What follows belongs to an exercise in optimizing a design on an open flow for small area; a production flow would make more cautious choices.
Only simulation tests tie the RTL to the original design; equivalence was not proved.

`design/flow/run.sh`:
```
#!/bin/bash
# synth_recipe.tcl (not shown) runs the flow's synth.tcl, then flattens the netlist and writes it again
# the make line also repeats each setting of config.mk as NAME=value (left out here)
make -C /OpenROAD-flow-scripts/flow DESIGN_CONFIG=/design/flow/config.mk WORK_HOME=/design/flow/orfs CLKGATE_MAP_FILE= SYNTH_SCRIPT=/design/flow/synth_recipe.tcl finish
```
`design/flow/config.mk`:
```
export PLATFORM = sky130hd
export DESIGN_NAME = Modu_BPU
export DESIGN_NICKNAME = Modu_BPU
export VERILOG_FILES = /design/flow/design.v
export SDC_FILE = /design/flow/constraint.sdc
export NUM_CORES = 4
export LEC_CHECK = 0
export CAP_MARGIN = 20
export CORE_MARGIN = 2
export CORE_UTILIZATION = 40
export PLACE_DENSITY = 0.6
export SLEW_MARGIN = 20
```
`design/flow/constraint.sdc`:
```
create_clock -name core_clock -period 10.0 [get_ports {clk}]
set_input_delay 2.0000 -clock core_clock [delete_from_list [all_inputs] [get_ports {clk}]]
set_output_delay 2.0000 -clock core_clock [all_outputs]
set_load 0.01 [all_outputs]
```
`design/flow/design.v`:
```
`timescale 1ns / 1ps
module Modu_BPU(
	clk,Iter,blockIndex,Parallel_degree,Init_Flag_BPU_M,Init_Flag_BPU_L,initBeta,Alpha_In_BPU,
	data_In_BPU,
	q_up,
	betaValueOut_next,Le_sys,Le_par,D
	);
	input clk;
	input [3:0] Iter;
	input [2:0] blockIndex;
	input [3:0] Parallel_degree;
	input Init_Flag_BPU_M;
	input Init_Flag_BPU_L;
	input [79:0] initBeta;
	input [79:0] Alpha_In_BPU;
	input [21:0] data_In_BPU;
	input [3:0] q_up;
	output [79:0] betaValueOut_next;
	output [7:0] Le_sys;
	output [7:0] Le_par;
	output D;
	function [13:0] add14;
		input [13:0] a;
		input [13:0] b;
		input ci;
		integer i;
		reg c;
		begin
			c = ci;
			for (i = 0; i < 14; i = i + 1) begin
				add14[i] = a[i] ^ b[i] ^ c;
				c = (a[i] & b[i]) | (c & (a[i] ^ b[i]));
			end
		end
	endfunction
	function [13:0] sx10;
		input [9:0] v;
		begin
			sx10 = {{4{v[9]}}, v};
		end
	endfunction
	function [13:0] sx11;
		input [10:0] v;
		begin
			sx11 = {{3{v[10]}}, v};
		end
	endfunction
	function [13:0] sx12;
		input [11:0] v;
		begin
			sx12 = {{2{v[11]}}, v};
		end
	endfunction
	function [10:0] emax;
		input [10:0] a;
		input [10:0] b;
		reg [13:0] d;
		begin
			d = add14(sx11(a), ~sx11(b), 1'b1);
			emax = d[11] ? b : a;
		end
	endfunction
	function [11:0] qmax;
		input [11:0] a;
		input [11:0] b;
		reg [13:0] d;
		begin
			d = add14({2'b00, a}, ~{2'b00, b}, 1'b1);
			qmax = d[11] ? b : a;
		end
	endfunction
	function [11:0] qmaxf;
		input [11:0] a;
		input [11:0] b;
		reg [11:0] d;
		begin
			d = a - b;
			qmaxf = d[11] ? b : a;
		end
	endfunction
	function [9:0] sat10;
		input [11:0] v;
		begin
			if (v[11:9] == 3'b000 || v[11:9] == 3'b111)
				sat10 = v[9:0];
			else
				sat10 = v[11] ? 10'h200 : 10'h1ff;
		end
	endfunction
	function [7:0] scale_sat;
		input [12:0] x;
		reg [13:0] mag, t1, t2;
		reg [7:0] t;
		reg big, sat_p, sat_n;
		begin
			mag = x[12] ? add14(~{x[12], x}, 14'd0, 1'b1) : {x[12], x};
			big = |mag[13:9];
			t1 = add14({7'd0, mag[8:2]}, {8'd0, mag[8:3]}, 1'b0);
			t2 = add14(t1, ~{11'd0, mag[8:6]}, 1'b1);
			t = t2[7:0];
			sat_p = big | t[7];
			sat_n = big | (t[7] & (|t[6:0]));
			if (x[12])
				scale_sat = sat_n ? 8'h80 : (~t + 8'd1);
			else
				scale_sat = sat_p ? 8'h7f : t;
		end
	endfunction
	reg [8:0] sa_r;    
	reg [6:0] par_r;   
	wire [13:0] sa_in = add14({{7{data_In_BPU[6]}}, data_In_BPU[6:0]}, {{6{data_In_BPU[21]}}, data_In_BPU[21:14]}, 1'b0);
	always @(posedge clk) begin
		sa_r  <= sa_in[8:0];
		par_r <= data_In_BPU[13:7];
	end
	wire [13:0] g0f = add14({{5{sa_r[8]}}, sa_r}, {{7{par_r[6]}}, par_r}, 1'b0);    
	wire [13:0] g1f = add14({{5{sa_r[8]}}, sa_r}, ~{{7{par_r[6]}}, par_r}, 1'b1);   
	reg [79:0] Breg;
	wire [9:0] B0 = Breg[9:0],   B1 = Breg[19:10], B2 = Breg[29:20], B3 = Breg[39:30];
	wire [9:0] B4 = Breg[49:40], B5 = Breg[59:50], B6 = Breg[69:60], B7 = Breg[79:70];
	function [10:0] cn;
		input [9:0] b;
		input [9:0] n;
		reg [13:0] d;
		begin
			d = add14(sx10(b), ~sx10(n), 1'b1);
			cn = d[10:0];
		end
	endfunction
	wire [10:0] C0 = cn(B0, B1), C2 = cn(B2, B1), C3 = cn(B3, B1), C4 = cn(B4, B1);
	wire [10:0] C5 = cn(B5, B1), C6 = cn(B6, B1), C7 = cn(B7, B1);
	function [9:0] bfly;
		input [10:0] ci;
		input [10:0] cj;
		input [9:0] g;
		input neg;
		reg [13:0] gp, gn, t1, t2, d;
		begin
			gp = neg ? ~sx10(g) : sx10(g);
			gn = neg ? sx10(g) : ~sx10(g);
			t1 = add14(sx11(ci), gp, neg);
			t2 = add14(sx11(cj), gn, ~neg);
			d = add14(sx12(t1[11:0]), ~sx12(t2[11:0]), 1'b1);
			bfly = sat10(d[12] ? t2[11:0] : t1[11:0]);
		end
	endfunction
	assign betaValueOut_next = {
		bfly(C6, C7,    g0f[9:0], 1'b0),   
		bfly(C4, C5,    g1f[9:0], 1'b0),   
		bfly(C2, C3,    g1f[9:0], 1'b1),   
		bfly(C0, 11'd0, g0f[9:0], 1'b1),   
		bfly(C6, C7,    g0f[9:0], 1'b1),   
		bfly(C4, C5,    g1f[9:0], 1'b1),   
		bfly(C2, C3,    g1f[9:0], 1'b0),   
		bfly(C0, 11'd0, g0f[9:0], 1'b0)    
	};
	wire init_any = Init_Flag_BPU_L == 1 || Init_Flag_BPU_M == 1;
	wire init_zero = (Iter==0 && Init_Flag_BPU_L==1'b0 && Init_Flag_BPU_M==1'b1)
		|| (q_up == 1 && blockIndex<Parallel_degree-1 && Iter==0 && Init_Flag_BPU_L==1'b1 && Init_Flag_BPU_M==1'b0);
	always @(posedge clk) begin
		if (init_any)
			Breg <= init_zero ? 80'd0 : initBeta;
		else
			Breg <= betaValueOut_next;
	end
	function [10:0] ab;
		input [9:0] a;
		input [9:0] b;
		reg [13:0] s;
		begin
			s = add14(sx10(a), sx10(b), 1'b0);
			ab = s[10:0];
		end
	endfunction
	wire [9:0] A0 = Alpha_In_BPU[9:0],   A1 = Alpha_In_BPU[19:10], A2 = Alpha_In_BPU[29:20], A3 = Alpha_In_BPU[39:30];
	wire [9:0] A4 = Alpha_In_BPU[49:40], A5 = Alpha_In_BPU[59:50], A6 = Alpha_In_BPU[69:60], A7 = Alpha_In_BPU[79:70];
	reg [10:0] M1, M2, M3, M4, M5, M6, M7, M8;
	reg [8:0] sa_1;
	reg [6:0] par_1;
	always @(posedge clk) begin
		M1 <= emax(ab(A0,B0), ab(A4,B1));
		M2 <= emax(ab(A1,B2), ab(A5,B3));
		M3 <= emax(ab(A6,B4), ab(A2,B5));
		M4 <= emax(ab(A7,B6), ab(A3,B7));
		M5 <= emax(ab(A4,B0), ab(A0,B1));
		M6 <= emax(ab(A5,B2), ab(A1,B3));
		M7 <= emax(ab(A2,B4), ab(A6,B5));
		M8 <= emax(ab(A3,B6), ab(A7,B7));
		sa_1 <= sa_r;
		par_1 <= par_r;
	end
	function [11:0] addo;
		input [10:0] m;
		input [11:0] o;
		reg [13:0] s;
		begin
			s = add14(sx11(m), sx12(o), 1'b0);
			addo = s[11:0];
		end
	endfunction
	function [11:0] subo;
		input [10:0] m;
		input [11:0] o;
		reg [13:0] s;
		begin
			s = add14(sx11(m), ~sx12(o), 1'b1);
			subo = s[11:0];
		end
	endfunction
	wire [11:0] px = {{5{par_1[6]}}, par_1};
	wire [11:0] sx = {{3{sa_1[8]}}, sa_1};
	reg [11:0] Fs1, Fs2, Fp1, Fp2;
	reg [8:0] sa_2;
	always @(posedge clk) begin
		Fs1 <= qmaxf(qmax(addo(M1, px), subo(M2, px)), qmax(subo(M3, px), addo(M4, px)));
		Fs2 <= qmaxf(qmax(subo(M5, px), addo(M6, px)), qmax(addo(M7, px), subo(M8, px)));
		Fp1 <= qmaxf(qmax(addo(M1, sx), subo(M6, sx)), qmax(subo(M7, sx), addo(M4, sx)));
		Fp2 <= qmaxf(qmax(subo(M5, sx), addo(M2, sx)), qmax(addo(M3, sx), subo(M8, sx)));
		sa_2 <= sa_1;
	end
	wire [13:0] les_f = add14(sx12(Fs1), ~sx12(Fs2), 1'b1);
	wire [13:0] lep_f = add14(sx12(Fp1), ~sx12(Fp2), 1'b1);
	wire [13:0] d_t = add14(les_f, {{4{sa_2[8]}}, sa_2, 1'b0}, 1'b0);
	reg [12:0] les_r, lep_r;
	reg [1:0] d_pipe;
	always @(posedge clk) begin
		les_r <= les_f[12:0];
		lep_r <= lep_f[12:0];
		d_pipe <= {d_pipe[0], d_t[13]};
	end
	assign D = d_pipe[1];
	reg [31:0] les_pipe, lep_pipe;
	always @(posedge clk) begin
		les_pipe <= {les_pipe[23:0], scale_sat(les_r)};
		lep_pipe <= {lep_pipe[23:0], scale_sat(lep_r)};
	end
	assign Le_sys = les_pipe[31:24];
	assign Le_par = lep_pipe[31:24];
endmodule
```
==> summary.md, run 1 <==
| Metric | Value |
|---|---|
| Maximum root-to-sink buffer count | 3 |
| Clk sinks | 349 |
| Worst Path Required | 8.00 ns |
| Maxcap violations | 0 |
| Final Critical Period | 9.88 ns |
| Total grt overflow | 0 |
| Drt wl/cell | 22.1 microns |
| Die Y | 309 microns |
| First-pass GRT wire length | 182000 microns |
| Clock slew at reported path FFs | 0.06 ns |
| Starting density of the core | 0.405 |
| Register area | 0.00700 sq mm |
| Pin count of the biggest net entering global routing | 54 |
| Post-synth EDFFs | 0 |
| Headroom to the max-slew limit | 0.296 |
| Fin nets | 5417 |
| Most common cell after layout, fill and taps aside | inv_1 |
| Ys flop type | dfxtp_1 |
| Router iterations before antenna repair | 9 |
| Via density | 5.14 |
| Mapped Cells | 3819 |
| Antenna viol nets, final | 0 |
| Cell area after layout | 0.0447 sq mm |
| Fin Setup TNS | 0 ns |
| Slew Limit Fails | 0 |
| FF+latch count, synth | 349 |
| Worst Setup Start Kind | register |
| Sequential cell area fraction in the yosys report | 0.188 |
| YS warnings | 1 |
| Worst-margin pin slew | 1.05 ns |
| Most frequent cells in the layout | inv_1, fa_1, ha_1, dfxtp_1, clkdlybuf4s50_1 |
| Yosys cell types | 83 |
| RSZ-0062 raised after global routing | true |
| Core Rows | 111 |
| CP Capture Type | output port |
| CTS H-tree lvls | 2 |
| I/O Buffers | 296 |
| Fin worst setup slack | 0.118 ns |
| Vias in the first global route | 29100 |
| Placed Area | 0.0422 sq mm |
| CTS tree | built |
| Worst-Skew Late Latency | 0.59 ns |
| WL final | 122000 microns |
| Highest achievable clock rate | 0.101 GHz |
| Area added between synthesis and finish | 20.2% |
| Cell Area, Synth | 0.0371 sq mm |
| Pre-CTS setup slack | -0.199 ns |
| GRT Overall Usage | 0.258 |
| Hold buffers post-CTS | 0 |
| First-iteration detailed-routing DRC count | 1913 |
| Vias | 28400 |
| # fillers | 8650 |
| Final Cycle Share | 0.988 |
| Initial antenna violation count | 6 |
| Status | finished clean |
| Root Buffer | clkbuf_16 |
| CP max FO | 6 |
| GP Congestion | 0.954 |
| CTS buffer count | 44 |
| Async set or reset register ratio after synthesis | 0 |
| WP data arrival | 7.88 ns |
| Final setup violating endpoints | 0 |
| Area occupied by multi-input gates | 0.0271 sq mm |
| Die ar. | 0.0953 sq mm |
| Io pins | 297 |
| DRC viols | 0 |
| Share of post-route cells with drive strength above 1 | 0.126 |
| Post-Syn Nets | 4989 |
| Synthesized area per cell | 9.72 sq um |
| Hold Crit Class | reg2reg |
| Final Hold Viols | 0 |
| Core area | 0.0918 sq mm |
| Die X-Extent | 309 microns |
| Clock skew | 0.0175 ns |
| Placed wire-length estimate | 105000 microns |
| Crit Path Class | reg2out |
-- cells in the mapped netlist, drive strengths merged (6+ instances only) --
cell type	count	area (sq um)
a2111o	9	101
a211oi	8	77.6
a21o	74	556
a21oi	191	960
a221o	14	140
a221oi	6	58.8
a22o	16	140
a22oi	28	210
a311oi	13	131
a31oi	25	169
and2	6	37.5
and3	28	175
buf	38	228
clkbuf	68	255
dfxtp	349	6990
fa	576	11500
ha	394	4930
inv	840	3150
maj3	6	61.3
mux2	37	417
mux2i	186	1860
nand2	205	769
nand2b	30	188
nand3	40	200
nand4	13	81.3
nor2	160	601
nor2b	25	156
nor3	39	195
nor3b	8	60.1
nor4	16	100
o2111ai	15	131
o211ai	31	238
o21a	33	248
o21ai	149	746
o221ai	12	105
o22ai	10	62.6
o2bb2ai	15	131
o31ai	13	103
or2	7	43.8
or3	8	50.1
xnor2	21	229
xor2	7	61.3
-- final timing paths --
| check | start | endpoint | slack, ns | cells after the start |
|---|---|---|---|---|
| hold / removal | les_pipe[15]$_DFF_P_ | les_pipe[23]$_DFF_P_ | 0.32 | 0 |
| hold reg to reg | les_pipe[15]$_DFF_P_ | les_pipe[23]$_DFF_P_ | 0.32 | 0 |
| setup / recovery | sa_r[0]$_DFF_P_ | betaValueOut_next[33] | 0.12 | 27 |
| setup reg to reg | par_1[0]$_DFF_P_ | Fs2[6]$_DFF_P_ | 0.60 | 39 |
-- registers in the layout, indices dropped and copies added, names as in the netlist, 11 cells and up --
name      cells
les_r        13
lep_r        13
M7           11
Fs2          12
lep_pipe     32
les_pipe     32
M2           11
Fp2          12
M8           11
M1           11
M4           11
Breg         80
Fs1          12
M6           11
Fp1          12
M5           11
M3           11
-- per-stage QoR --
stage	hold WS (ns)	instances	utilization
2_1_floorplan	0.310	3819	-
3_3_place_gp	0.310	5374	0.459
3_5_place_dp	0.312	5374	0.459
4_1_cts	0.325	5482	0.480
5_1_grt	0.329	5524	0.486
6_report	0.324	5524	0.486
-- what timing repair did --
action	in CTS	in global routing
setup buffers	28	37
endpoints found under the hold margin	0	0
endpoints found under the setup margin	72	71
resized for setup	217	178
pin swaps	38	45
gates cloned	3	2
-- final cells by class --
class	instances	area share
Multi-Input combinational cell	2524	0.607
Sequential cell	349	0.157
Timing Repair Buffer	487	0.0978
Inverter	841	0.0709
Tap cell	1243	0.0348
Clock buffer	54	0.0266
Clock inverter	23	0.00546
Antenna cell	3	0.000168
-- layer usage --
metal,vias to the layer above,track usage,part of all wire,wire [microns]
met5,-,0,0,0
met2,967,0.416,0.46,56000
li1,13300,-,-,-
met1,13900,0.336,0.42,51300
met4,0,0.131,0.060,7260
met3,229,0.0424,0.061,7400
-- logic make-up after synthesis --
logic type,after synthesis,synth area share
compound gates,699,0.126
xor+xnor,28,0.00782
fa+ha+maj,976,0.445
buf+inv,947,0.0980
flops,349,0.188
mux,223,0.0614
simple gates,597,0.0741
-- worst max-delay path, cell delays in order, from the launching register on --
cell and delay, ns:
dfxtp_2 0.34, ha_1 0.14, inv_1 0.05, fa_1 0.38
fa_2 0.35, fa_2 0.35, fa_2 0.35, fa_2 0.35
fa_1 0.53, buf_4 0.16, buf_4 0.17, fa_2 0.37
fa_2 0.35, fa_2 0.34, inv_2 0.07, fa_2 0.46
inv_1 0.08, ha_1 0.25, a21o_1 0.20, a211o_1 0.30
or3_1 0.32, o21ai_2 0.13, buf_6 0.14, buf_4 0.12
buf_4 0.11, mux2_2 0.36, a221oi_4 0.33, buf_2 0.20
==> inputs of run 2 (changes only) <==
--- a/design/flow/config.mk
+++ b/design/flow/config.mk
@@ -5,6 +5,7 @@
 export SDC_FILE = /design/flow/constraint.sdc
 export NUM_CORES = 4
 export LEC_CHECK = 0
+export ABC_AREA = 1
 export CAP_MARGIN = 20
 export CORE_MARGIN = 2
 export CORE_UTILIZATION = 40
==> summary.md, run 2 <==
| Metric | Value |
|---|---|
| Post-Syn Nets | 5450 |
| Async set or reset register ratio after synthesis | 0 |
| Simple logic cell fraction of the synthesized area | 0.157 |
| DP Cell Count | 5668 |
| Largest registers | Breg x80, lep_pipe x32, les_pipe x32 |
| Final Cycle Share | 0.979 |
| Max reg flops | 80 |
| Worst-margin pin slew | 0.964 ns |
| YS warnings | 1 |
| Maximum root-to-sink buffer count | 3 |
| Ys flop type | dfxtp_1 |
| WP data arrival | 7.79 ns |
| Ranking of synthesized cells by area | fa_1, dfxtp_1, ha_1 |
| First-pass GRT wire length | 166000 microns |
| Router iterations before antenna repair | 5 |
| Clk sinks | 349 |
| Status | finished clean |
| Highest achievable clock rate | 0.102 GHz |
| Most common cell after layout, fill and taps aside | inv_1 |
| Largest family of logic cells by synthesized area | adder cells |
| Fin cells | 5759 |
| CTS tree | built |
| Mux cell area share after synthesis | 0.00110 |
| Worst Setup Start Kind | register |
| GP Congestion | 0.963 |
| Total grt overflow | 0 |
| Fin nets | 5717 |
| Area share of fa/ha/maj cells after synthesis | 0.452 |
| Area occupied by multi-input gates | 0.0252 sq mm |
| Placed Area | 0.0405 sq mm |
| R2R cell count | 27 |
| FF+latch count, synth | 349 |
| Core Rows | 110 |
| Share of post-route cells with drive strength above 1 | 0.0624 |
| CP Capture Type | output port |
| Cell area after layout | 0.0425 sq mm |
| Top cells by count, synth | inv_1, nand2_1, fa_1 |
| Via density | 4.76 |
| Clock skew | 0.0383 ns |
| Antenna viol nets, final | 0 |
| Hold WS | 0.325 ns |
| Vias | 27400 |
| Vias in the first global route | 28100 |
| RSZ-0062 raised after global routing | true |
| I/O Buffers | 296 |
| Compound-Gate Fraction of Synth Area | 0.0707 |
| Die Y | 306 microns |
| DRC viols | 0 |
| Final setup violating endpoints | 0 |
| Initial antenna violation count | 3 |
| Drt wl/cell | 19.0 microns |
| Worst-Skew Late Latency | 0.62 ns |
| Core area | 0.0901 sq mm |
| Synth area leader | fa_1 |
| WL final | 109000 microns |
| Slew Limit Fails | 0 |
| Clock slew at reported path FFs | 0.07 ns |
| Mapped Cells | 4280 |
| Crit Path Class | reg2out |
| CTS H-tree lvls | 2 |
| Worst Path Required | 8.00 ns |
| Headroom to the max-slew limit | 0.357 |
| Biggest register | Breg |
| Cell Area, Synth | 0.0365 sq mm |
| Hold buffers post-CTS | 0 |
| Die X-Extent | 306 microns |
| Synthesized area per cell | 8.52 sq um |
| Final Hold Viols | 0 |
| Maxcap violations | 0 |
| Post-synth EDFFs | 0 |
| Synth Area in XOR/XNOR | 0.00553 |
| # fillers | 8739 |
| Root Buffer | clkbuf_16 |
| CP max FO | 14 |
| Register area | 0.00699 sq mm |
| CTS buffer count | 43 |
| Area added between synthesis and finish | 16.6% |
| Io pins | 297 |
| Die ar. | 0.0936 sq mm |
| Sequential cell area fraction in the yosys report | 0.192 |
| Hold Crit Class | reg2reg |
| Most common cell in the synthesized netlist | inv_1 |
| Pin count of the biggest net entering global routing | 82 |
| First-iteration detailed-routing DRC count | 1675 |
| Yosys cell types | 44 |
| Starting density of the core | 0.404 |
| GRT Overall Usage | 0.238 |
| Placed wire-length estimate | 96700 microns |
| Most frequent cells in the layout | inv_1, nand2_1, fa_1, ha_1, dfxtp_1 |
| Hold path cells | 0 |
| Share of the synthesized area in the top cell type | 0.316 |
| Final Critical Period | 9.79 ns |
## run 2: cell count changes in the layout (fill, tap and decap cells not counted), sizes merged, moves of 30 or more
cell	change
a21o	-74
buf	-178
clkdlybuf4s50	+40
inv	+192
mux2	-37
mux2i	-182
nand2	+731
nand2b	-30
nand3	+172
## run 2: final cells by class
cell class / instances / area share
Clock buffer: 54 / 0.0282
Inverter: 1035 / 0.0917
Clock inverter: 26 / 0.00901
Sequential cell: 349 / 0.165
Tap cell: 1176 / 0.0346
Timing Repair Buffer: 330 / 0.0792
Antenna cell: 1 / 0.0000589
Multi-Input combinational cell: 2788 / 0.593
## run 2: final timing paths
kind | start | to | slack, ns
max | Breg[11]$_DFF_P_ | betaValueOut_next[75] | 0.21
max reg2reg | par_1[0]$_DFF_P_ | Fs2[0]$_DFF_P_ | 1.84
min reg2reg | lep_pipe[9]$_DFF_P_ | lep_pipe[17]$_DFF_P_ | 0.32
min | lep_pipe[9]$_DFF_P_ | lep_pipe[17]$_DFF_P_ | 0.32
## run 2: critical path, cell delays in order (launching register included)
cell and delay [ns]:
dfxtp_1 0.35, clkinvlp_4 0.10, buf_12 0.15, fa_1 0.45, fa_1 0.40, fa_1 0.40
fa_1 0.39, fa_1 0.39, fa_1 0.41, fa_1 0.56, inv_1 0.08, fa_1 0.40
fa_1 0.38, fa_1 0.38, fa_1 0.42, ha_1 0.32, nor3_2 0.18, nand2_2 0.11
nand2_4 0.12, buf_8 0.17, nor2_1 0.05, a21oi_1 0.21, nand2_1 0.10, nand2_2 0.08
clkdlybuf4s50_1 0.54
## run 2: per-stage QoR
stage | setup slack [ns] | util | setup TNS (ns)
global placement | 0.400 | 0.449 | 0
floorplan | 1.49 | - | 0
detailed placement | 0.393 | 0.449 | 0
CTS | -0.00320 | 0.468 | -0.00320
finish | 0.213 | 0.472 | 0
global route | -0.0439 | 0.471 | -0.158
## run 2: per-layer routing
metal,wire length (microns),share of wire,vias up,global-route usage
li1,-,-,13400,-
met1,45700,0.42,13100,0.301
met2,53100,0.49,701,0.411
met3,5790,0.053,179,0.0323
met4,4640,0.042,4,0.0927
met5,21,0.00019,-,0
## run 2: timing repair
action / in CTS / in global routing
gates resized for setup: 16 / 83
setup buffers: 8 / 2
setup endpoints to repair: 63 / 72
pin swaps: 0 / 2
## run 2: cell families (layout without fill, tap and decap cells)
kind of cell | after synthesis | after routing
simple gates | 1340 | 1340
buf+inv | 1143 | 1445
fa+ha+maj | 970 | 970
compound gates | 451 | 451
flops | 349 | 349
xor+xnor | 23 | 23
mux | 4 | 4
other cells | 0 | 1
==> inputs of run 3 (changes only) <==
==> design/flow/flow/run.sh (new file) <==
#!/bin/bash
# The standard layout, with the port buffers taken from the smallest
# buffer cell instead of the one buffer_ports picks by default.
set -e
export BUFFER_PORTS_ARGS="-buffer_cell sky130_fd_sc_hd__buf_1"
bash standard.sh > standard.log 2>&1
==> design/flow/standard.sh (new file) <==
#!/bin/bash
# synth_recipe.tcl (not shown) runs the flow's synth.tcl, then flattens the netlist and writes it again
# the make line also repeats each setting of config.mk as NAME=value (left out here)
make -C /OpenROAD-flow-scripts/flow DESIGN_CONFIG=/design/flow/config.mk WORK_HOME=/design/flow/orfs CLKGATE_MAP_FILE= SYNTH_SCRIPT=/design/flow/synth_recipe.tcl "${@:-finish}"
--- a/design/flow/config.mk
+++ b/design/flow/config.mk
@@ -10,4 +10,5 @@
 export CORE_MARGIN = 2
 export CORE_UTILIZATION = 40
 export PLACE_DENSITY = 0.6
+export SETUP_SLACK_MARGIN = 0.15
 export SLEW_MARGIN = 20
removed: design/flow/run.sh
==> summary.md, run 3 <==
| Metric | Value |
|---|---|
| Status | finished clean |
| Initial antenna violation count | 6 |
| DRC viols | 0 |
| GP Congestion | 1.01 |
| Worst-margin pin slew | 1.01 ns |
| Highest achievable clock rate | 0.103 GHz |
| Die X-Extent | 306 microns |
| Synth area leader | fa_1 |
| Most common cell after layout, fill and taps aside | inv_1 |
| Root Buffer | clkbuf_16 |
| Worst-Skew Late Latency | 0.60 ns |
| Final Hold Viols | 0 |
| Maximum root-to-sink buffer count | 3 |
| Share of post-route cells with drive strength above 1 | 0.0621 |
| Total grt overflow | 0 |
| Clock skew | 0.0336 ns |
| Vias | 27700 |
| Worst hold endpoint | lep_pipe[22]$_DFF_P_ |
| Fin nets | 5728 |
| Ys flop type | dfxtp_1 |
| Hold path cells | 0 |
| Max reg flops | 80 |
| Die ar. | 0.0936 sq mm |
| Drt wl/cell | 18.8 microns |
| Mapped Cells | 4280 |
| Fin Setup TNS | 0 ns |
| Maxcap violations | 0 |
| First-iteration detailed-routing DRC count | 1643 |
| FF-to-FF setup slack | 1.94 ns |
| Final Critical Period | 9.69 ns |
| # fillers | 8946 |
| Biggest register | Breg |
| Router iterations before antenna repair | 8 |
| CTS H-tree lvls | 2 |
| Worst Path Required | 8.00 ns |
| CTS buffer count | 42 |
| Worst Setup Start Kind | register |
| Ranking of synthesized cells by area | fa_1, dfxtp_1, ha_1 |
| CP max FO | 10 |
| Area added between synthesis and finish | 11.5% |
| Most common cell in the synthesized netlist | inv_1 |
| Antenna viol nets, final | 0 |
| WL final | 109000 microns |
| Hold WS | 0.317 ns |
| GRT Overall Usage | 0.233 |
| WP data arrival | 7.69 ns |
| Reg-to-Reg End | Fp2[0]$_DFF_P_ |
| RR Startpoint | sa_1[1]$_DFF_P_ |
| Largest registers | Breg x80, lep_pipe x32, les_pipe x32 |
| YS warnings | 1 |
| Clk sinks | 349 |
| CP Capture Type | output port |
| Final Cycle Share | 0.969 |
| R2R cell count | 31 |
| Final setup violating endpoints | 0 |
| Hold buffers post-CTS | 0 |
| Post-synth EDFFs | 0 |
| Top cells by count, synth | inv_1, nand2_1, fa_1 |
| Most frequent cells in the layout | inv_1, nand2_1, fa_1, ha_1, dfxtp_1 |
| CTS tree | built |
| Core Rows | 110 |
| Post-Syn Nets | 5450 |
| Starting density of the core | 0.404 |
| Hold Startpoint | lep_pipe[14]$_DFF_P_ |
| Crit Path Class | reg2out |
| Async set or reset register ratio after synthesis | 0 |
| Cell area after layout | 0.0406 sq mm |
| Via density | 4.80 |
| RSZ-0062 raised after global routing | true |
| Io pins | 297 |
| Vias in the first global route | 28000 |
| Sequential cell area fraction in the yosys report | 0.192 |
| Headroom to the max-slew limit | 0.329 |
| FF+latch count, synth | 349 |
| I/O Buffers | 296 |
| Cell Area, Synth | 0.0365 sq mm |
| Hold Crit Class | reg2reg |
| Slew Limit Fails | 0 |
| First-pass GRT wire length | 163000 microns |
| Synthesized area per cell | 8.52 sq um |
| Final core area utilization | 0.451 |
| Pin count of the biggest net entering global routing | 81 |
| Yosys cell types | 44 |
| Clock slew at reported path FFs | 0.09 ns |
| Core area | 0.0901 sq mm |
| Placed Area | 0.0386 sq mm |
| Share of the synthesized area in the top cell type | 0.316 |
| Die Y | 306 microns |
| Placed wire-length estimate | 94900 microns |
run 3: metrics by stage:
step / setup slack, ns / cells
6_report: 0.311 / 5768
5_1_grt: 0.101 / 5767
4_1_cts: 0.157 / 5746
3_5_place_dp: 0.496 / 5660
3_3_place_gp: 0.672 / 5660
2_1_floorplan: 1.49 / 4280
run 3: cell families (layout without fill, tap and decap cells):
family | after synthesis | after routing | synth area share
AO/OA/AOI/OAI | 451 | 451 | 0.0707
XOR/XNOR | 23 | 23 | 0.00553
adder cells (fa/ha/maj) | 970 | 970 | 0.452
buffers and inverters | 1143 | 1449 | 0.122
flip-flops | 349 | 349 | 0.192
multiplexers | 4 | 4 | 0.00110
other | 0 | 1 | 0
AND/OR/NAND/NOR | 1340 | 1345 | 0.157
run 3: worst max-delay path by stage:
| stage | endpoint | slack, ns | cells after the start | from |
|---|---|---|---|---|
| 3_3_place_gp | betaValueOut_next[30] | 0.67 | 26 | sa_r[0]$_DFF_P_ |
| 5_1_grt | betaValueOut_next[17] | 0.10 | 27 | sa_r[0]$_DFF_P_ |
| 2_1_floorplan | betaValueOut_next[30] | 1.49 | 24 | sa_r[0]$_DFF_P_ |
| 3_5_place_dp | betaValueOut_next[66] | 0.50 | 25 | Breg[10]$_DFF_P_ |
| 6_report | betaValueOut_next[50] | 0.31 | 24 | sa_r[0]$_DFF_P_ |
| 4_1_cts | betaValueOut_next[16] | 0.16 | 25 | Breg[10]$_DFF_P_ |
run 3: cell type report:
| cell class | instances | area, sq um | share of cell area |
|---|---|---|---|
| multi-input cells | 2793 | 25300 | 0.622 |
| flip-flops and latches | 349 | 6990 | 0.172 |
| inverters | 1035 | 3900 | 0.0960 |
| repair buffers | 337 | 1470 | 0.0362 |
| well taps | 1176 | 1470 | 0.0362 |
| clock buffers | 55 | 1160 | 0.0286 |
| clock inverters | 22 | 359 | 0.00884 |
| diodes | 1 | 2.50 | 0.0000616 |
run 3: timing repair:
item,CTS,global route
cloned,0,5
buffers inserted,9,16
resized for setup,11,56
pin swaps,0,12
endpoints found under the setup margin,54,71
run 3: critical path, cell delays in order (launching register included):
cell and delay, ns:
dfxtp_1 0.38, inv_1 0.06, ha_2 0.18, inv_1 0.08
fa_2 0.55, buf_4 0.19, fa_1 0.44, fa_1 0.40
fa_1 0.39, fa_1 0.39, fa_1 0.39, fa_1 0.39
fa_1 0.38, fa_1 0.41, fa_1 0.39, fa_1 0.56
inv_1 0.06, ha_1 0.26, nand2_1 0.06, nand2_2 0.20
nand2_4 0.13, o21ai_0 0.42, nand2_1 0.13, nand2_2 0.09
buf_1 0.15
run 3: metal layers:
| metal | vias up | share of wire | GRT usage | wire [microns] |
|---|---|---|---|---|
| met4 | 2 | 0.047 | 0.0996 | 5150 |
| met3 | 186 | 0.059 | 0.0302 | 6430 |
| met5 | - | 0.00010 | 0 | 11 |
| met1 | 13300 | 0.41 | 0.294 | 44800 |
| met2 | 790 | 0.48 | 0.400 | 52200 |
| li1 | 13500 | - | - | - |
==> inputs of run 4 (changes only) <==
--- a/design/flow/config.mk
+++ b/design/flow/config.mk
@@ -8,7 +8,7 @@
 export ABC_AREA = 1
 export CAP_MARGIN = 20
 export CORE_MARGIN = 2
-export CORE_UTILIZATION = 40
-export PLACE_DENSITY = 0.6
+export CORE_UTILIZATION = 60
+export PLACE_DENSITY = 0.75
 export SETUP_SLACK_MARGIN = 0.15
 export SLEW_MARGIN = 20
==> summary.md, run 4 <==
| Metric | Value |
|---|---|
| Clk sinks | 349 |
| Final setup violating endpoints | 0 |
| Synth area leader | fa_1 |
| Fin worst setup slack | 0.363 ns |
| Starting density of the core | 0.605 |
| I/O Buffers | 296 |
| Hold Startpoint | les_pipe[9]$_DFF_P_ |
| Share of the synthesized area in the top cell type | 0.316 |
| Placed wire-length estimate | 89300 microns |
| Reg-to-Reg End | Fp1[9]$_DFF_P_ |
| CTS H-tree lvls | 2 |
| Synthesized area per cell | 8.52 sq um |
| DRC viols | 0 |
| Ranking of synthesized cells by area | fa_1, dfxtp_1, ha_1 |
| RSZ-0062 raised after global routing | true |
| Most common cell in the synthesized netlist | inv_1 |
| Final Cycle Share | 0.964 |
| RR Startpoint | sa_1[1]$_DFF_P_ |
| YS warnings | 1 |
| Router iterations before antenna repair | 6 |
| Cell Area, Synth | 0.0365 sq mm |
| Share of post-route cells with drive strength above 1 | 0.0579 |
| CP max FO | 20 |
| CP Capture Type | output port |
| Most common cell after layout, fill and taps aside | inv_1 |
| Worst-margin pin slew | 0.970 ns |
| Clock skew | 0.0350 ns |
| Async set or reset register ratio after synthesis | 0 |
| CP top delay family | adder cells |
| WL final | 102000 microns |
| Hold Crit Class | reg2reg |
| Clock slew at reported path FFs | 0.07 ns |
| Worst hold endpoint | les_pipe[17]$_DFF_P_ |
| Drt wl/cell | 19.0 microns |
| Fin nets | 5712 |
| GRT Overall Usage | 0.332 |
| Max reg flops | 80 |
| Die ar. | 0.0627 sq mm |
| First-pass GRT wire length | 156000 microns |
| Worst Path Required | 8.00 ns |
| Worst Setup Start Kind | register |
| FF+latch count, synth | 349 |
| Total grt overflow | 0 |
| First-iteration detailed-routing DRC count | 2078 |
| Mapped Cells | 4280 |
| Die Y | 250 microns |
| WP data arrival | 7.64 ns |
| CTS tree | built |
| Antenna viol nets, final | 0 |
| Hold path cells | 0 |
| Crit Path Class | reg2out |
| Critical path buffer and inverter count | 5 |
| Maximum root-to-sink buffer count | 3 |
| Area added between synthesis and finish | 9.46% |
| Vias | 28200 |
| Sequential cell area fraction in the yosys report | 0.192 |
| Largest registers | Breg x80, lep_pipe x32, les_pipe x32 |
| Core area | 0.0602 sq mm |
| Io pins | 297 |
| Maxcap violations | 0 |
| Final Hold Viols | 0 |
| GP Congestion | 1.03 |
| Final Critical Period | 9.64 ns |
| Pin count of the biggest net entering global routing | 82 |
| Pre-CTS setup slack | 0.627 ns |
| Core Rows | 90 |
| Ys flop type | dfxtp_1 |
| Biggest register | Breg |
| Worst path slowest cell | fa_2 |
| Status | finished clean |
| FF-to-FF setup slack | 1.73 ns |
| R2R cell count | 32 |
| Yosys cell types | 44 |
| Top cells by count, synth | inv_1, nand2_1, fa_1 |
| CTS buffer count | 40 |
| Post-Syn Nets | 5450 |
| Fin Setup TNS | 0 ns |
| Initial antenna violation count | 1 |
| Post-synth EDFFs | 0 |
| Highest achievable clock rate | 0.104 GHz |
| Root Buffer | clkbuf_16 |
| Hold buffers post-CTS | 0 |
| Vias in the first global route | 28300 |
| Most frequent cells in the layout | inv_1, nand2_1, fa_1, ha_1, dfxtp_1 |
| CP peak stage delay | 0.56 ns |
| Die X-Extent | 250 microns |
| Worst-Skew Late Latency | 0.59 ns |
| Cell mode on critical path | fa_1 |
| Headroom to the max-slew limit | 0.353 |
| Slew Limit Fails | 0 |
| Via density | 5.27 |
## run 4: cell count changes in the layout (fill, tap and decap cells not counted), sizes merged
cell / previous run / this run
clkinv: 7 / 13
clkinvlp: 7 / 8
nand2: 941 / 939
bufinv: 8 / 5
diode: 1 / 3
clkbuf: 61 / 55
buf: 331 / 318
## run 4: cell families after synthesis
logic type / Yosys count / synth area share
mux: 4 / 0.00110
simple gates: 1340 / 0.157
compound gates: 451 / 0.0707
xor+xnor: 23 / 0.00553
buf+inv: 1143 / 0.122
fa+ha+maj: 970 / 0.452
flops: 349 / 0.192
## run 4: area by class of cell
class / instances / area [sq um]
timing repair buffer: 325 / 1380
antenna: 3 / 7.51
inverter: 1035 / 3900
clock buffer: 48 / 1090
multi-input combinational: 2791 / 25200
fill: 5044 / 20300
tap: 782 / 978
clock inverter: 26 / 304
sequential: 349 / 6990
## run 4: how the worst max path moves through the flow
stage | start | end | depth (start not counted)
floorplan | sa_r[0]$_DFF_P_ | betaValueOut_next[30] | 24
CTS | sa_r[0]$_DFF_P_ | betaValueOut_next[53] | 25
global placement | sa_r[0]$_DFF_P_ | betaValueOut_next[33] | 24
global route | sa_r[0]$_DFF_P_ | betaValueOut_next[10] | 27
finish | sa_r[0]$_DFF_P_ | betaValueOut_next[10] | 27
detailed placement | sa_r[0]$_DFF_P_ | betaValueOut_next[30] | 26
## run 4: what timing repair did
action                                  in CTS  in global routing
endpoints found under the setup margin      54                 72
cloned                                       0                  4
setup buffers                                7                  6
pin swaps                                    0                  7
resized for setup                            5                 53
## run 4: worst register-to-register path, delay by kind of cell (launching register included)
kind | cells | cell delay, ns
AOI/OAI and AO/OA | 4 | 1.19
adders and majority gates | 12 | 4.06
buffers and inverters | 8 | 0.86
DFF | 1 | 0.69
and+or+nand+nor | 8 | 1.31
## run 4: through the flow
step	instance area, sq um	util	cells	hold slack [ns]
CTS	39600	0.657	5346	0.326
finish	39900	0.662	5359	0.321
global route	39900	0.662	5356	0.327
global placement	38100	0.632	5265	0.310
floorplan	36500	-	4280	0.310
detailed placement	38100	0.632	5265	0.312
## run 4: per-layer routing
| layer | GRT usage | wire length [microns] |
|---|---|---|
| met4 | 0.170 | 6250 |
| met1 | 0.419 | 40600 |
| met3 | 0.0575 | 7240 |
| met2 | 0.550 | 47900 |
| met5 | 0 | 0 |
==> inputs of run 5 (changes only) <==
--- a/design/flow/config.mk
+++ b/design/flow/config.mk
@@ -8,7 +8,7 @@
 export ABC_AREA = 1
 export CAP_MARGIN = 20
 export CORE_MARGIN = 2
-export CORE_UTILIZATION = 60
-export PLACE_DENSITY = 0.75
-export SETUP_SLACK_MARGIN = 0.15
+export CORE_UTILIZATION = 75
+export PLACE_DENSITY = 0.85
+export SETUP_SLACK_MARGIN = 0.1
 export SLEW_MARGIN = 20
==> summary.md, run 5 <==
| Metric | Value |
|---|---|
| Status | finished clean |
| Clock slew at reported path FFs | 0.07 ns |
| Cell Area, Synth | 0.0365 sq mm |
| FF+latch count, synth | 349 |
| Placed wire-length estimate | 91500 microns |
| Biggest register | Breg |
| Worst Setup Start Kind | register |
| DP Cell Count | 5095 |
| Most common cell after layout, fill and taps aside | inv_1 |
| Root Buffer | clkbuf_16 |
| Worst-margin pin slew | 0.964 ns |
| Router iterations before antenna repair | 6 |
| GP Congestion | 1.03 |
| Most common cell in the synthesized netlist | inv_1 |
| Fin worst setup slack | 0.172 ns |
| Post-Syn Nets | 5450 |
| Headroom to the max-slew limit | 0.356 |
| Fin nets | 5714 |
| Final Cycle Share | 0.983 |
| YS warnings | 1 |
| Final core area utilization | 0.826 |
| Ranking of synthesized cells by area | fa_1, dfxtp_1, ha_1 |
| Top cells by count, synth | inv_1, nand2_1, fa_1 |
| Post-synth EDFFs | 0 |
| Met1 WL | 37900 microns |
| Hold buffers post-CTS | 0 |
| First-pass GRT wire length | 166000 microns |
| Share of the synthesized area in the top cell type | 0.316 |
| I/O Buffers | 296 |
| Slew Limit Fails | 0 |
| Fin Setup TNS | 0 ns |
| Final Critical Period | 9.83 ns |
| Die Y | 224 microns |
| Core area | 0.0478 sq mm |
| Hold Crit Class | reg2reg |
| DRC viols | 0 |
| WL final | 113000 microns |
| Clk sinks | 349 |
| Met3 wire length | 12200 microns |
| Cell area after layout | 0.0395 sq mm |
| Maximum root-to-sink buffer count | 3 |
| Most frequent cells in the layout | inv_1, nand2_1, fa_1, ha_1, dfxtp_1 |
| WP data arrival | 7.83 ns |
| CP max FO | 10 |
| Drt wl/cell | 21.8 microns |
| Max reg flops | 80 |
| RSZ-0062 raised after global routing | true |
| Hold WS | 0.319 ns |
| Placed Area | 0.0379 sq mm |
| CTS tree | built |
| Pre-CTS setup slack | 0.568 ns |
| Ys flop type | dfxtp_1 |
| Largest registers | Breg x80, lep_pipe x32, les_pipe x32 |
| Mapped Cells | 4280 |
| Synth area leader | fa_1 |
| Die ar. | 0.0504 sq mm |
| Initial antenna violation count | 7 |
| Pin count of the biggest net entering global routing | 82 |
| Via density | 5.85 |
| Synthesized area per cell | 8.52 sq um |
| CTS buffer count | 38 |
| Sequential cell area fraction in the yosys report | 0.192 |
| CTS H-tree lvls | 2 |
| Fin cells | 5193 |
| GRT Overall Usage | 0.446 |
| Final setup violating endpoints | 0 |
| Core Rows | 80 |
| Clock skew | 0.0368 ns |
| Yosys cell types | 44 |
| Io pins | 297 |
| Highest layer used for signal routing | met5 |
| Starting density of the core | 0.762 |
| Met2 wire length | 51800 microns |
| Share of post-route cells with drive strength above 1 | 0.0557 |
| Final Hold Viols | 0 |
| Vias | 30400 |
| Maxcap violations | 0 |
| Antenna viol nets, final | 0 |
| Worst Path Required | 8.00 ns |
| Area added between synthesis and finish | 8.42% |
| Total grt overflow | 0 |
| Worst-Skew Late Latency | 0.60 ns |
| Crit Path Class | reg2out |
| First-iteration detailed-routing DRC count | 3114 |
| Vias in the first global route | 30900 |
| Async set or reset register ratio after synthesis | 0 |
| Die X-Extent | 224 microns |
| CP Capture Type | output port |
| Highest achievable clock rate | 0.102 GHz |
## run 5: cells by family after synthesis
| logic type | count (synthesis) | synth area share |
|---|---|---|
| AO/OA/AOI/OAI | 451 | 0.0707 |
| adder cells (fa/ha/maj) | 970 | 0.452 |
| XOR/XNOR | 23 | 0.00553 |
| buffers and inverters | 1143 | 0.122 |
| flip-flops | 349 | 0.192 |
| multiplexers | 4 | 0.00110 |
| AND/OR/NAND/NOR | 1340 | 0.157 |
## run 5: routing by layer
metal	track usage	vias to the layer above
li1	-	13400
met1	0.506	14300
met2	0.732	1976
met3	0.106	639
met4	0.341	4
met5	0	-
## run 5: final timing paths
path              slack [ns]                 from                    end  cells past startpoint
hold / removal          0.32  les_pipe[7]$_DFF_P_   les_pipe[15]$_DFF_P_                      0
setup reg to reg        1.80      sa_1[1]$_DFF_P_         Fp2[8]$_DFF_P_                     31
setup / recovery        0.17     Breg[10]$_DFF_P_  betaValueOut_next[73]                     25
hold reg to reg         0.32  les_pipe[7]$_DFF_P_   les_pipe[15]$_DFF_P_                      0
## run 5: repair_timing
item                                    CTS  global route
buffers inserted                          0            21
pin swaps                                 0             9
gates cloned                              0             3
endpoints found under the hold margin     0             0
endpoints found under the setup margin   55            69
gates resized for setup                   9            34
## run 5: final cells by class
class                   instances  area (sq um)
well taps                     615           769
diodes                          4          10.0
inverters                    1035          3890
clock inverters                23           244
multi-input cells            2791         25200
clock buffers                  47          1030
flip-flops and latches        349          6990
repair buffers                329          1390
fillers                      2871          8320
## run 5: critical path, stage by stage (launching register included)
cell,delay (ns)
dfxtp_4,0.47
ha_1,0.18
inv_1,0.13
fa_1,0.49
fa_1,0.43
fa_1,0.58
inv_1,0.11
fa_1,0.42
fa_1,0.42
fa_1,0.40
fa_1,0.42
fa_1,0.41
fa_1,0.40
fa_1,0.40
fa_1,0.47
ha_1,0.24
nor3_4,0.23
nand2_4,0.13
nand2_8,0.14
nand2_1,0.06
nand2_1,0.14
nand2_1,0.12
nand2_4,0.12
nand2_1,0.08
nand2_2,0.08
buf_1,0.16
==> inputs of run 6 (changes only) <==
--- a/design/flow/design.v
+++ b/design/flow/design.v
@@ -51,22 +51,32 @@
 			sx12 = {{2{v[11]}}, v};
 		end
 	endfunction
+	function carry13;
+		input [12:0] a;
+		input [12:0] b;
+		input integer n;
+		integer i;
+		reg c;
+		begin
+			c = 1'b1;
+			for (i = 0; i < 13; i = i + 1)
+				if (i < n)
+					c = (a[i] & ~b[i]) | (c & (a[i] | ~b[i]));
+			carry13 = c;
+		end
+	endfunction
 	function [10:0] emax;
 		input [10:0] a;
 		input [10:0] b;
-		reg [13:0] d;
-		begin
-			d = add14(sx11(a), ~sx11(b), 1'b1);
-			emax = d[11] ? b : a;
+		begin
+			emax = (a[10] ^ ~b[10] ^ carry13({2'b00, a}, {2'b00, b}, 11)) ? b : a;
 		end
 	endfunction
 	function [11:0] qmax;
 		input [11:0] a;
 		input [11:0] b;
-		reg [13:0] d;
-		begin
-			d = add14({2'b00, a}, ~{2'b00, b}, 1'b1);
-			qmax = d[11] ? b : a;
+		begin
+			qmax = (a[11] ^ ~b[11] ^ carry13({2'b00, a}, {2'b00, b}, 11)) ? b : a;
 		end
 	endfunction
 	function [11:0] qmaxf;
@@ -134,14 +144,13 @@
 		input [10:0] cj;
 		input [9:0] g;
 		input neg;
-		reg [13:0] gp, gn, t1, t2, d;
+		reg [13:0] gp, gn, t1, t2;
 		begin
 			gp = neg ? ~sx10(g) : sx10(g);
 			gn = neg ? sx10(g) : ~sx10(g);
 			t1 = add14(sx11(ci), gp, neg);
 			t2 = add14(sx11(cj), gn, ~neg);
-			d = add14(sx12(t1[11:0]), ~sx12(t2[11:0]), 1'b1);
-			bfly = sat10(d[12] ? t2[11:0] : t1[11:0]);
+			bfly = sat10((t1[11] ^ ~t2[11] ^ carry13({1'b0, t1[11:0]}, {1'b0, t2[11:0]}, 12)) ? t2[11:0] : t1[11:0]);
 		end
 	endfunction
 	assign betaValueOut_next = {
==> summary.md, run 6 <==
| Metric | Value |
|---|---|
| Status | finished clean |
| Met2 usage | 0.727 |
| FF+latch count, synth | 349 |
| First-pass GRT wire length | 168000 microns |
| Busiest metal layer after global routing | met2 |
| Antenna viol nets, final | 0 |
| CTS buffer count | 39 |
| WP data arrival | 7.73 ns |
| Fin nets | 5671 |
| Cell Area, Synth | 0.0354 sq mm |
| I/O Buffers | 296 |
| Headroom to the max-slew limit | 0.279 |
| Clock skew | 0.0279 ns |
| Synth Area in XOR/XNOR | 0.00642 |
| Slew Limit Fails | 0 |
| Initial antenna violation count | 1 |
| Clock slew at reported path FFs | 0.07 ns |
| CTS tree | built |
| Synthesized area per cell | 8.07 sq um |
| Mapped Cells | 4395 |
| Worst path slowest cell | fa_2 |
| Worst-Skew Late Latency | 0.58 ns |
| Most common cell in the synthesized netlist | nand2_1 |
| Post-synth EDFFs | 0 |
| Worst Path Required | 8.00 ns |
| Compound-Gate Fraction of Synth Area | 0.0818 |
| Synth area leader | fa_1 |
| RSZ-0062 raised after global routing | true |
| Hold Crit Class | reg2reg |
| Core area | 0.0466 sq mm |
| CP max FO | 14 |
| Routing usage on met1 | 0.538 |
| Met3 GRT Util | 0.0879 |
| Cell mode on critical path | fa_1 |
| Largest registers | Breg x80, lep_pipe x32, les_pipe x32 |
| Yosys cell types | 51 |
| First-iteration detailed-routing DRC count | 3675 |
| Placed Area | 0.0369 sq mm |
| CP peak stage delay | 0.56 ns |
| Worst-margin pin slew | 1.08 ns |
| Final Hold Viols | 0 |
| Highest achievable clock rate | 0.103 GHz |
| FF-to-FF setup slack | 1.04 ns |
| Starting density of the core | 0.761 |
| Most frequent cells in the layout | nand2_1, inv_1, fa_1, dfxtp_1, nand3_1 |
| Die Y | 221 microns |
| Via density | 5.83 |
| Clk sinks | 349 |
| Root Buffer | clkbuf_16 |
| R2R cell count | 30 |
| Hold WS | 0.320 ns |
| CP Capture Type | output port |
| Largest family of logic cells by synthesized area | adder cells |
| Ys flop type | dfxtp_1 |
| Final Critical Period | 9.73 ns |
| Pin count of the biggest net entering global routing | 78 |
| Drt wl/cell | 20.8 microns |
| Share of the synthesized area in the top cell type | 0.325 |
| GP Congestion | 1.03 |
| Core Rows | 79 |
| Final core area utilization | 0.830 |
| Biggest register | Breg |
| Reg-to-Reg End | Fs1[0]$_DFF_P_ |
| Ranking of synthesized cells by area | fa_1, dfxtp_1, nand2_1 |
| Placed wire-length estimate | 91100 microns |
| Final Cycle Share | 0.973 |
| Mux cell area share after synthesis | 0 |
| Die X-Extent | 221 microns |
| Fin Setup TNS | 0 ns |
| Maximum root-to-sink buffer count | 3 |
| Area share of fa/ha/maj cells after synthesis | 0.398 |
| Vias | 31100 |
| CP endpoint | betaValueOut_next[11] |
| Top cells by count, synth | nand2_1, inv_1, fa_1 |
| Max reg flops | 80 |
| WL final | 111000 microns |
| Total grt overflow | 0 |
| Die ar. | 0.0490 sq mm |
| Worst Setup Start Kind | register |
| CTS H-tree lvls | 2 |
| Area added between synthesis and finish | 9.06% |
| Maxcap violations | 0 |
| Router iterations before antenna repair | 11 |
| Async set or reset register ratio after synthesis | 0 |
| Vias in the first global route | 31100 |
| Final setup violating endpoints | 0 |
| Post-Syn Nets | 5378 |
| Crit path from | sa_r[0]$_DFF_P_ |
| RR Startpoint | par_1[0]$_DFF_P_ |
| Simple logic cell fraction of the synthesized area | 0.195 |
| Io pins | 297 |
| YS warnings | 1 |
| Crit Path Class | reg2out |
| Cell area after layout | 0.0387 sq mm |
| Sequential cell area fraction in the yosys report | 0.197 |
| Share of post-route cells with drive strength above 1 | 0.0509 |
| GRT Overall Usage | 0.451 |
| DRC viols | 0 |
| Most common cell after layout, fill and taps aside | nand2_1 |
| Hold Startpoint | lep_pipe[23]$_DFF_P_ |
| Hold buffers post-CTS | 0 |
[run 6: cell types whose count changed in the layout (fill, tap and decap cells not counted), sizes merged, moves of 38 or more]
| cell | before | now |
|---|---|---|
| nor2 | 140 | 68 |
| nand2 | 939 | 1199 |
| a21oi | 188 | 70 |
| o22ai | 7 | 45 |
| o21ai | 173 | 270 |
| ha | 394 | 207 |
| nand3 | 212 | 317 |
[run 6: worst min-delay path by stage]
stage / to / depth (start not counted)
floorplan: d_pipe[1]$_DFF_P_ / 0
global placement: lep_pipe[17]$_DFF_P_ / 0
detailed placement: lep_pipe[23]$_DFF_P_ / 0
CTS: lep_pipe[31]$_DFF_P_ / 0
global route: les_pipe[9]$_DFF_P_ / 0
finish: lep_pipe[31]$_DFF_P_ / 0
[run 6: layout make-up]
type | instances | area, sq um
Antenna cell | 1 | 2.50
Clock buffer | 53 | 1120
Clock inverter | 18 | 226
Fill cell | 2862 | 7900
Inverter | 1026 | 3860
Multi-Input combinational cell | 2935 | 24300
Sequential cell | 349 | 6990
Tap cell | 607 | 759
Timing Repair Buffer | 337 | 1430
[run 6: worst max-delay path, delay by kind of cell, from the launching register on]
kind	cells	cell delay [ns]
buf+inv	3	0.34
simple gates	11	1.29
flops	1	0.37
fa+ha+maj	13	5.14
[run 6: repair_timing]
action / 4_1_cts / 5_1_grt
cloned: 0 / 3
endpoints found under the setup margin: 12 / 72
resized for setup: 3 / 33
pin swaps: 0 / 9
setup buffers: 0 / 32
[run 6: routing by layer]
metal / vias to the layer above / part of all wire / wire [microns]
li1: 13900 / - / -
met1: 14600 / 0.35 / 38400
met2: 2048 / 0.46 / 51100
met3: 529 / 0.10 / 11400
met4: 2 / 0.091 / 10100
met5: - / 0.000099 / 11
[run 6: stage by stage]
step / worst slack, ns / instances
2_1_floorplan: 1.61 / 4395
5_1_grt: -0.0433 / 5325
6_report: 0.267 / 5326
4_1_cts: 0.112 / 5290
3_3_place_gp: 0.822 / 5219
3_5_place_dp: 0.672 / 5219
[run 6: logic make-up (layout without fill, tap and decap cells)]
| logic type | after synthesis | after routing |
|---|---|---|
| and+or+nand+nor | 1635 | 1638 |
| adders and majority gates | 783 | 783 |
| DFF | 349 | 349 |
| other | 0 | 1 |
| AOI/OAI and AO/OA | 488 | 488 |
| buffers and inverters | 1114 | 1434 |
| xor gates and xnor gates | 26 | 26 |
==> inputs of run 7 (changes only) <==
--- a/design/flow/config.mk
+++ b/design/flow/config.mk
@@ -8,7 +8,7 @@
 export ABC_AREA = 1
 export CAP_MARGIN = 20
 export CORE_MARGIN = 2
-export CORE_UTILIZATION = 75
-export PLACE_DENSITY = 0.85
-export SETUP_SLACK_MARGIN = 0.1
+export CORE_UTILIZATION = 60
+export PLACE_DENSITY = 0.75
+export SETUP_SLACK_MARGIN = 0.15
 export SLEW_MARGIN = 20
==> summary.md, run 7 <==
| Metric | Value |
|---|---|
| Final setup violating endpoints | 0 |
| Area occupied by multi-input gates | 0.0242 sq mm |
| Final Critical Period | 9.61 ns |
| Core Rows | 89 |
| CTS buffer count | 43 |
| Ys flop type | dfxtp_1 |
| Mapped Cells | 4395 |
| DRC viols | 0 |
| Root Buffer | clkbuf_16 |
| Router iterations before antenna repair | 7 |
| Cell mode on critical path | fa_1 |
| Area added between synthesis and finish | 10.0% |
| Reg-to-Reg End | Fs1[10]$_DFF_P_ |
| Final Cycle Share | 0.961 |
| Met2 usage | 0.578 |
| FF-to-FF setup slack | 1.24 ns |
| Die ar. | 0.0610 sq mm |
| Vias in the first global route | 28200 |
| Post-synth EDFFs | 0 |
| Total grt overflow | 0 |
| Headroom to the max-slew limit | 0.205 |
| Sequential cell area fraction in the yosys report | 0.197 |
| Worst Setup Start Kind | register |
| Critical path buffer and inverter count | 7 |
| Antenna viol nets, final | 0 |
| Met3 GRT Util | 0.0563 |
| Hold Crit Class | reg2reg |
| First-pass GRT wire length | 160000 microns |
| Maxcap violations | 0 |
| CP peak stage delay | 0.64 ns |
| Busiest metal layer after global routing | met2 |
| Worst Path Required | 8.00 ns |
| Highest achievable clock rate | 0.104 GHz |
| Initial antenna violation count | 4 |
| Die Y | 247 microns |
| First-iteration detailed-routing DRC count | 2074 |
| Final Hold Viols | 0 |
| CP endpoint | betaValueOut_next[32] |
| RR Startpoint | par_1[0]$_DFF_P_ |
| Fin nets | 5666 |
| Clock skew | 0.0326 ns |
| GRT Overall Usage | 0.352 |
| Crit Path Class | reg2out |
| CP Capture Type | output port |
| Worst-Skew Late Latency | 0.60 ns |
| Clk sinks | 349 |
| Core area | 0.0587 sq mm |
| Placed wire-length estimate | 91300 microns |
| Cell Area, Synth | 0.0354 sq mm |
| Max reg flops | 80 |
| CTS tree | built |
| # diodes | 0 |
| Most common cell in the synthesized netlist | nand2_1 |
| Pre-CTS setup slack | 0.744 ns |
| RSZ-0062 raised after global routing | true |
| Slew Limit Fails | 0 |
| Share of the synthesized area in the top cell type | 0.325 |
| CP top delay family | adder cells |
| Fin Setup TNS | 0 ns |
| Die X-Extent | 247 microns |
| Crit path from | sa_r[0]$_DFF_P_ |
| Register area | 0.00699 sq mm |
| WP data arrival | 7.61 ns |
| # fillers | 4990 |
| Maximum root-to-sink buffer count | 3 |
| FF+latch count, synth | 349 |
| Io pins | 297 |
| R2R cell count | 28 |
| Synthesized area per cell | 8.07 sq um |
| YS warnings | 1 |
| Pin count of the biggest net entering global routing | 78 |
| Synth area leader | fa_1 |
| Final core area utilization | 0.664 |
| WL final | 105000 microns |
| Worst path slowest cell | fa_2 |
| Most common cell after layout, fill and taps aside | nand2_1 |
| GP Congestion | 1.04 |
| Yosys cell types | 51 |
| Fin worst setup slack | 0.388 ns |
| Starting density of the core | 0.604 |
| Most frequent cells in the layout | nand2_1, inv_1, fa_1, dfxtp_1, nand3_1 |
| Share of post-route cells with drive strength above 1 | 0.0513 |
| CP max FO | 15 |
| Routing usage on met1 | 0.443 |
| Hold WS | 0.325 ns |
| Drt wl/cell | 19.0 microns |
| Top cells by count, synth | nand2_1, inv_1, fa_1 |
| Async set or reset register ratio after synthesis | 0 |
| Status | finished clean |
| Largest registers | Breg x80, lep_pipe x32, les_pipe x32 |
| I/O Buffers | 296 |
| Via density | 5.27 |
| Ranking of synthesized cells by area | fa_1, dfxtp_1, nand2_1 |
| Vias | 28900 |
| Levels on crit path | 27 |
| CTS H-tree lvls | 2 |
| Clock slew at reported path FFs | 0.06 ns |
| Worst-margin pin slew | 1.18 ns |
| Post-Syn Nets | 5378 |
| Biggest register | Breg |
[run 7: changes by cell type in the layout (fill, tap and decap cells not counted), sizes merged, moves of 3 or more]
cell / previous run / this run
nand2: 1199 / 1196
inv: 1026 / 1038
bufinv: 4 / 8
clkinvlp: 6 / 2
buf: 335 / 331
clkbuf: 55 / 50
[run 7: repair_timing]
item,CTS,global route
hold buffers,0,0
resized for setup,2,31
endpoints found under the setup margin,8,72
pin swaps,0,6
buffers inserted,0,15
[run 7: per-layer routing]
metal  vias up  wire length, microns
met4         6                  7060
li1      13900                     -
met3       276                  7540
met5         -                    37
met2      1112                 48700
met1     13600                 41200
[run 7: layout make-up]
class / instances / share of cell area
tap: 773 / 0.0248
timing repair buffer: 331 / 0.0354
clock buffer: 50 / 0.0296
inverter: 1026 / 0.0989
sequential: 349 / 0.179
multi-input combinational: 2932 / 0.621
clock inverter: 29 / 0.0109
[run 7: worst min path at each step]
stage                          from                   end  slack (ns)  cells after the start
3_3_place_gp    les_pipe[4]$_DFF_P_  les_pipe[12]$_DFF_P_        0.31                      0
6_report       lep_pipe[19]$_DFF_P_  lep_pipe[27]$_DFF_P_        0.33                      0
2_1_floorplan     d_pipe[0]$_DFF_P_     d_pipe[1]$_DFF_P_        0.31                      0
5_1_grt        lep_pipe[17]$_DFF_P_  lep_pipe[25]$_DFF_P_        0.33                      0
3_5_place_dp    lep_pipe[6]$_DFF_P_  lep_pipe[14]$_DFF_P_        0.31                      0
4_1_cts         lep_pipe[5]$_DFF_P_  lep_pipe[13]$_DFF_P_        0.33                      0
[run 7: worst reg2reg max path, delay by kind of cell (launching register included)]
| family | cells | cell delay, ns |
|---|---|---|
| buffers and inverters | 4 | 0.32 |
| AND/OR/NAND/NOR | 8 | 1.62 |
| adder cells (fa/ha/maj) | 12 | 4.38 |
| flip-flops | 1 | 0.66 |
| AO/OA/AOI/OAI | 4 | 1.65 |
[run 7: kinds of logic after synthesis]
group | synth area share
adders and majority gates | 0.398
AOI/OAI and AO/OA | 0.0818
DFF | 0.197
xor gates and xnor gates | 0.00642
and+or+nand+nor | 0.195
buffers and inverters | 0.122
[run 7: per-stage QoR]
stage	instance area (sq um)	instances
2_1_floorplan	35400	4395
3_3_place_gp	37200	5396
3_5_place_dp	37200	5396
4_1_cts	38800	5475
5_1_grt	39000	5490
6_report	39000	5490

[port drivers added, routing unchanged]
How much do the figures lean on ideal ports? The routed layouts below were timed once more, with nothing changed but the port constraints. Step 1 sets driving cells, clkbuf_16 on the clock port and buf_2 on the other inputs (assumed; they add their load-dependent delay and slew). Step 2 moves the port delays by t, midway between the first and last clock arrival at a register: inputs arrive t later, outputs are due t later. That takes back most of the time a late clock gives input paths. Three values: no drivers, after step 1, after step 2; two values: the first two.
run	shift t [ns]	setup slack, ns	hold WS [ns]	worst setup path after step 2	cell pins on the clock port's net
run 1	0.641	0.118 / 0.055 / 0.603	0.324 / 0.324 / 0.324	register to register	1
run 2	0.665	0.213 / 0.147 / 0.811	0.325 / 0.325 / 0.325	register to output	1
run 3	0.653	0.311 / 0.243 / 0.897	0.317 / 0.317 / 0.317	register to output	1
run 4	0.631	0.363 / 0.304 / 0.935	0.321 / 0.321 / 0.321	register to output	1
run 5	0.643	0.172 / 0.109 / 0.753	0.319 / 0.319 / 0.319	register to output	1
run 6	0.635	0.267 / 0.200 / 0.835	0.320 / 0.320 / 0.320	register to output	1
run 7	0.653	0.388 / 0.320 / 0.973	0.325 / 0.325 / 0.325	register to output	1
After both steps setup and hold are still met in every run listed.
